This design comes from an exercise in tuning for small area, a short achievable clock period and few clock cycles per item on the open sky130 flow, not from production work.
Where RTL was checked, it was by simulation tests only, not by an equivalence proof against the original.
Only the layout flow was run in run 2; the RTL was not checked for function there.

==> flow/design.v, too long to show whole: its modules and the start of the top module <==
// module logarithm: 1660 lines
// module log_fa: 4 lines
// module log_xor: 3 lines
// module log_maj: 3 lines
// module log_a22oi: 3 lines
// module log_and: 3 lines
// module log_nand: 3 lines
// module log_nor: 3 lines
// module log_inv: 3 lines
// module log_aoi21: 3 lines
// module log_oai21: 3 lines
// module log_xnor: 3 lines
// module log_or: 3 lines
module logarithm #(
	parameter n = 16,
	parameter m = 24,
	parameter k = 5 ,
	parameter p = 24
) (
	input        clk  ,  
	input        reset,  
	input        start,
	input  [0:n] x    ,
	output [1:p] y    ,
	output       done
);
  // ...
==> flow/flow/run.sh <==
#!/bin/bash
# Standard layout, with the smallest buffer on the ports instead of the
# delay buffer that buffer_ports picks by default.
set -e
export BUFFER_PORTS_ARGS="-buffer_cell sky130_fd_sc_hd__buf_1"
bash standard.sh finish > standard_flow.log 2>&1
==> flow/standard.sh <==
#!/bin/bash
# synth_recipe.tcl (not shown) runs the flow's synth.tcl, then flattens the netlist and writes it again
# the make line also repeats each setting of config.mk as NAME=value (left out here)
make -C /OpenROAD-flow-scripts/flow DESIGN_CONFIG=/design/flow/config.mk WORK_HOME=/design/flow/orfs CLKGATE_MAP_FILE= SYNTH_SCRIPT=/design/flow/synth_recipe.tcl "${@:-finish}"
==> flow/config.mk <==
export PLATFORM = sky130hd
export DESIGN_NAME = logarithm
export DESIGN_NICKNAME = logarithm
export VERILOG_FILES = /design/flow/design.v
export SDC_FILE = /design/flow/constraint.sdc
export NUM_CORES = 4
export LEC_CHECK = 0
export CAP_MARGIN = 20
export CORE_MARGIN = 2
export CORE_UTILIZATION = 40
export CTS_BUF_LIST = sky130_fd_sc_hd__clkbuf_8 sky130_fd_sc_hd__clkbuf_16
export SETUP_SLACK_MARGIN = 4.0
export SLEW_MARGIN = 60
export SYNTH_HIERARCHICAL = 1
export SYNTH_MINIMUM_KEEP_SIZE = 0
==> flow/constraint.sdc <==
create_clock -name core_clock -period 9.0 [get_ports {clk}]
set_input_delay 1.8000 -clock core_clock [delete_from_list [all_inputs] [get_ports {clk}]]
set_output_delay 1.8000 -clock core_clock [all_outputs]
set_load 0.01 [all_outputs]
==> metrics.md, run 1 <==
| Metric | Value |
|---|---|
| Commonest non-fill, non-tap cell in the layout | `nand2_1` |
| Clk Latency, worst-skew pair | `0.30 ns` |
| Avg Synthesized Cell Area | `8.48 µm²` |
| Final instance area | `0.0120 mm²` |
| Max-slew headroom | `62.8%` |
| GRT overflow | `0` |
| R2r startpoint | `f[20]` |
| #MultiIn Comb | `1091` |
| CP startpoint | `f[20]` |
| Worst Hold Endpoint | `sr[21]` |
| Fraction of layout cells with a size suffix above 1 | `13.3%` |
| Clock buffer depth | `2` |
| RSZ-0062 raised after global routing | `no` |
| R2r endpoint | `f[9]` |
| Type of the worst setup path | `register to register` |
| Status | `complete, no violations` |
| GPL Wtd Cong | `0.892` |
| Number of synthesized flops with an enable pin | `21` |
| Top Layer Used | `met4` |
| Placement Rows | `60` |
| Final Hold Viols | `0` |
| Total CTS buffers | `5` |
| FF-to-FF setup slack | `4.24 ns` |
| Critical path's top delay family | `adder cells` |
| Starting DRC count in detailed routing | `685` |
| Leading area contributor after synthesis | `fa_1` |
| TritonCTS clock tree | `yes` |
| Share of the yosys chip area belonging to registers | `10.3%` |
| Invs w/o clock | `88` |
Testbench counts, summed over its fixed seeds: cycles 36,800, items 1,600.
==> run 2: changes to the inputs <==
--- a/flow/design.v
+++ b/flow/design.v
@@ -1572,29 +1572,24 @@
 	log_xor u_sum45 (pp_[45], cy[45], t[45]);
 	log_xor u_sum46 (pp_[46], cy[46], t[46]);
 	log_xor u_sum47 (pp_[47], cy[47], t[47]);
 	log_xor u_sum48 (pp_[48], cy[48], t[48]);
 	log_xor u_sum49 (pp_[49], cy[49], t[49]);
 	assign t[23:0] = 24'd0;
 	wire [25:0] s  = t[49:24];
 	wire        b  = f >= 24'd6949351;
-	wire ge1 = f >= 24'd1518468;
-	wire ge2 = f >= 24'd3174369;
-	wire ge3 = f >= 24'd4980142;
-	wire ge4 = b;
-	wire ge5 = f >= 24'd9096789;
-	wire ge6 = f >= 24'd11438586;
-	wire ge7 = f >= 24'd13992335;
-	wire tb0 = ge4;
-	wire tb1 = (tb0 ? ge6 : ge2);
-	wire tb2 = (tb0 ? (tb1 ? ge7 : ge5) : (tb1 ? ge3 : ge1));
-	wire [2:0] tbits = {tb0, tb1, tb2};
-	reg  [21:0] sr;          
-	wire        dn = sr[21];
+	wire ge1 = f >= 24'd3174369;
+	wire ge2 = b;
+	wire ge3 = f >= 24'd11438586;
+	wire tb0 = ge2;
+	wire tb1 = (tb0 ? ge3 : ge1);
+	wire [1:0] tbits = {tb0, tb1};
+	reg  [22:0] sr;          
+	wire        dn = sr[22];
 	wire        sh = ~dn & b;      
 	wire        sk = ~dn & ~b;     
 	wire        hd = dn & ~start;  
 	wire [23:0] fh;
 	log_and u_hold0 (hd, f[0], fh[0]);
 	log_and u_hold1 (hd, f[1], fh[1]);
 	log_and u_hold2 (hd, f[2], fh[2]);
 	log_and u_hold3 (hd, f[3], fh[3]);
@@ -1642,26 +1637,26 @@
 	log_a22oi u_sel20 (sh, s[21], sk, s[20], fs[20]);
 	log_a22oi u_sel21 (sh, s[22], sk, s[21], fs[21]);
 	log_a22oi u_sel22 (sh, s[23], sk, s[22], fs[22]);
 	log_a22oi u_sel23 (sh, s[25], sk, s[23], fs[23]);
 	always @(posedge clk)
 		f <= ~fs | fh | ({24{start & x[0]}} & {x[1:n], {(m-n){1'b0}}});
 	always @(posedge clk or negedge reset) begin
 		if (~reset)
-			sr[21] <= 1'b1;
+			sr[22] <= 1'b1;
 		else if (start | ~dn)
-			sr[21] <= start ? 1'b0 : sr[20];
+			sr[22] <= start ? 1'b0 : sr[21];
 	end
 	always @(posedge clk) begin
 		if (start | ~dn)
-			sr[20:0] <= start ? 21'd1 : {sr[19:0], b};
+			sr[21:0] <= start ? 22'd1 : {sr[20:0], b};
 	end
 	assign done = dn;
-	assign y    = {sr[20:0], tbits};
+	assign y    = {sr[21:0], tbits};
 endmodule
 module log_fa (input a, input b, input c, output s, output co);
 	assign s  = a ^ b ^ c;
 	assign co = (a & b) | (a & c) | (b & c);
 endmodule
 module log_xor (input a, input b, output y);
 	assign y = a ^ b;
 endmodule
==> flow/config.mk (replaced) <==
export PLATFORM = sky130hd
export DESIGN_NAME = logarithm
export DESIGN_NICKNAME = logarithm
export VERILOG_FILES = /design/flow/design.v
export SDC_FILE = /design/flow/constraint.sdc
export NUM_CORES = 4
export LEC_CHECK = 0
export CAP_MARGIN = 20
export CORE_MARGIN = 2
export CORE_UTILIZATION = 40
export CTS_BUF_LIST = sky130_fd_sc_hd__clkbuf_4 sky130_fd_sc_hd__clkbuf_8
export SETUP_SLACK_MARGIN = 3.8
export SLEW_MARGIN = 60
export SYNTH_HIERARCHICAL = 1
export SYNTH_MINIMUM_KEEP_SIZE = 0
==> run 2 against run 1 <==
Still clean; clock skew up 0.0066 ns; clock-buffer cell count unchanged; synthesized area down 2.5%; non-clock buffer count down 5; design area down 4.7%; maximum frequency down 3.9%; die area down 2.4%; routed wire length down 9.5%; via count down 7.2%; largest cell class unchanged.
==> metrics.md, run 2 <==
| Metric | Value |
|---|---|
| N_diodes | `0` |
| Initial antenna violation count | `0` |
| Final Hold Viols | `0 (unchanged)` |
| Initial DRT Pass Iterations | `5` |
| Max-slew headroom | `62.6% (-0.23 points)` |
| Io pins | `45` |
| Post-route DRC | `0` |
| Layout Nets | `1499` |
| H-tree levels | `2` |
| Worst-Margin Slew | `0.561 ns` |
| Clk Latency, worst-skew pair | `0.31 ns (about the same)` |
| WP data arrival | `5.21 ns` |
| Vias | `8309` |
| Hold/Removal Path Class | `register to register` |
| Top post-synthesis cells by count | `nand2_1 (374), fa_1 (209), xor2_1 (92)` |
| Number of synthesized flops with an enable pin | `22 (+4.8%)` |
| Synthesized flop and latch total | `47` |
| Clock Sinks | `47` |
| Data required, critical path | `9.25 ns` |
| Reg with most FFs | `f` |
| Share of the yosys chip area belonging to registers | `10.9% (+0.54 points)` |
| Initial core utilization | `41.0%` |
| Tmin final | `4.96 ns` |
| Count of different cell masters after synthesis | `40` |
| Fraction of layout cells with a size suffix above 1 | `11.8% (-1.5 points)` |
| Setup-failing EPs final | `0` |
| Placement Rows | `59 (-1.7%)` |
| Die X | `168 µm` |
| Chip Height | `168 µm` |
| Clock buffer depth | `2 (unchanged)` |
| Achievable Freq | `202 MHz` |
| Min-delay src | `sr[21]` |
| Max-slew violation total from the final report | `0` |
| Ys Warns | `7` |
| Synthesized area | `0.0107 mm²` |
| Largest net degree at the start of global routing | `29` |
| Worst Hold Endpoint | `sr[22]` |
| Final instance area | `0.0115 mm² (-4.7%)` |
| Clock Tree Root | `clkbuf_8` |
| Commonest cells after routing, fill and taps aside | `nand2_1 (372), fa_1 (209), xor2_1 (92)` |
| Critical path's slowest cell | `fa_1` |
| Worst Setup Start Kind | `register` |
| RSZ-0062 raised after global routing | `yes` |
| Most used cell, CP | `fa_1` |
| R2r endpoint | `f[10]` |
| Final Util | `43.7%` |
| FILL cells | `2593` |
| Setup Skew | `0.0141 ns` |
| R2r startpoint | `f[18]` |
| First-pass GRT wire length | `46.0 mm` |
| Type of the worst setup path | `register to register` |
| Die area | `0.0282 mm²` |
| Clock Pin Slew Worst Setup and Hold Paths | `0.10 ns` |
| I/O Buffers | `44` |
| Hold Path Depth | `2` |
| Commonest non-fill, non-tap cell in the layout | `nand2_1` |
| Leading area contributor after synthesis | `fa_1` |
| Antenna viol nets, final | `0` |
| Starting DRC count in detailed routing | `432 (-37%)` |
| Status | `complete, no violations` |
| Total GRT Usage | `20.5%` |
| Max-Cap Viols | `0` |
| Area growth syn-to-layout | `6.69%` |
| Max incr delay on CP | `0.57 ns` |
| Hold WS | `0.514 ns` |
| Final TNS setup | `0 ns` |
| Ys flop type | `dfxtp_1` |
| Area of the multi-input gates | `0.00901 mm²` |
| Core ar. | `0.0262 mm²` |
| Critical Path End Type | `register` |
| Avg Synthesized Cell Area | `8.52 µm² (+0.44%)` |
| Largest cells by area after synthesis | `fa_1 (39%), nand2_1 (13%), xor2_1 (7.5%)` |
| Placed Area | `0.0113 mm²` |
| Biggest regs | `f (24), sr (23)` |
| Final Cycle Share | `55.1%` |
| FFs w/ async S/R, synth | `2.13%` |
| Final WL | `27.9 mm` |
| Via density | `5.17` |
| Total CTS buffers | `5 (unchanged)` |
| GRT overflow | `0 (unchanged)` |
| Post-Syn Instances | `1260` |
| FF-to-FF setup slack | `4.04 ns (-0.19 ns)` |
| Dpl hpwl | `21.0 mm` |
| Wirelength per Cell | `17.4 µm` |
| Most frequent cell after synthesis | `nand2_1` |
| Vias in the first global route | `8832` |
| Synth top area share | `39.0%` |
| Max reg flops | `24` |
| FF/Latch Area | `0.00118 mm²` |
| Max FO, Critical Path | `21` |
| Crit path cell chain | `buf_6, nand2_1, fa_1, fa_1, fa_1, maj3_2, fa_1, nor2_1, a21oi_2, o21ai_2, a21oi_2, o21ai_1, a21oi_4, buf_12, o21ai_1, xor2_1, a22oi_2, nand3b_1` |
| Worst Reg-to-Reg Cells | `18` |
| GPL Wtd Cong | `0.800 (-10%)` |
| TritonCTS clock tree | `yes` |
==> run 2: cell count changes after synthesis, moves of 5 or more <==
cell      delta
clkbuf_1    +27
buf_2        -6
buf_1       -18
nor2_1       -5
a21oi_1      -7
buf_4        -5
==> run 2: cells by family (layout without fill, tap and decap cells) <==
logic type | count (synthesis) | after routing | synth area share [%]
AND/OR/NAND/NOR | 565 | 565 | 22.4
adder cells (fa/ha/maj) | 231 | 231 | 41.3
other | 1 | 6 | 0.0349
flip-flops | 47 | 47 | 10.9
XOR/XNOR | 115 | 115 | 9.38
AO/OA/AOI/OAI | 138 | 138 | 10.2
buffers and inverters | 163 | 169 | 5.85
==> run 2: critical path, delay by kind of cell, from the launching register on <==
kind / cells / cell delay, ns
fa+ha+maj: 5 / 2.32
simple gates: 3 / 0.38
buf+inv: 2 / 0.43
flops: 1 / 0.47
compound gates: 7 / 0.98
xor+xnor: 1 / 0.30
==> run 2: area by class of cell <==
type / instances / area share [%]
sequential: 47 / 10.3
multi-input combinational: 1055 / 78.6
timing repair buffer: 74 / 3.69
inverter: 87 / 2.85
clock inverter: 3 / 0.240
tap: 335 / 3.66
clock buffer: 5 / 0.601
==> run 2: modules after synthesis (local to each module, per instance) <==
| module | area, µm² | times used | flip-flops and latches |
|---|---|---|---|
| logarithm | 3440 | 1 | 47 |
| log_fa | 20.0 | 209 | 0 |
| log_a22oi | 12.5 | 24 | 0 |
| log_maj | 11.3 | 22 | 0 |
| log_aoi21 | 8.76 | 48 | 0 |
| log_xnor | 8.76 | 22 | 0 |
| log_xor | 8.76 | 69 | 0 |
| log_and | 6.26 | 24 | 0 |
| log_or | 6.26 | 22 | 0 |
| log_oai21 | 5.00 | 52 | 0 |
| log_inv | 3.75 | 53 | 0 |
| log_nand | 3.75 | 83 | 0 |
| log_nor | 3.75 | 78 | 0 |
==> run 2: worst max path at each step <==
| stage | startpoint | end | slack (ns) | cells past startpoint |
|---|---|---|---|---|
| after CTS | f[22] | f[23] | 3.82 | 17 |
| after floorplan | f[3] | f[10] | 4.07 | 18 |
| after global placement | f[1] | f[22] | 3.19 | 16 |
| after global routing | f[22] | f[20] | 3.78 | 19 |
| after detailed placement | f[20] | f[16] | 3.41 | 17 |
| final | f[18] | f[10] | 4.04 | 18 |
==> run 2: metrics by stage <==
step	cells	setup slack, ns
detailed placement	1594	3.41
global placement	1593	3.19
finish	1606	4.04
floorplan	1265	4.07
global route	1606	3.78
CTS	1603	3.82
==> run 2: what timing repair did <==
item                                    CTS  global route
resized for setup                         5            11
hold endpoints to repair                  0             0
endpoints found under the setup margin   17            17
hold buffers                              0             0
pin swaps                                 0             0
setup buffers                             1             3
==> run 2: routing by layer <==
metal / GRT usage (%) / vias up / routed length [µm]
met5: 0 / - / 0
met3: 2.37 / 32 / 1220
met1: 28.0 / 4178 / 12300
li1: - / 3907 / -
met2: 35.3 / 192 / 13900
met4: 4.42 / 0 / 512

separate check: timing with driven ports:
The results above use ideal ports. As a check the final layouts listed here were re-extracted and re-timed, cells and wires unchanged.
Step 1, drivers: a clkbuf_16 drives clk and a buf_2 each remaining input, both assumed.
Step 2 moves the port delays by t, midway between the first and last clock arrival at a register: inputs arrive t later, outputs are due t later. That takes back most of the time a late clock gives input paths.
a / b / c = ideal ports / drivers / drivers and shift; a / b = the first two.
| run | shift t [ns] | setup slack, ns | worst setup path after step 2 |
|---|---|---|---|
| run 1 | 0.343 | 4.236 / 4.236 / 4.236 | register to register |
| run 2 | 0.339 | 4.042 / 4.042 / 4.042 | register to register |
After both steps setup and hold are still met in every run listed.
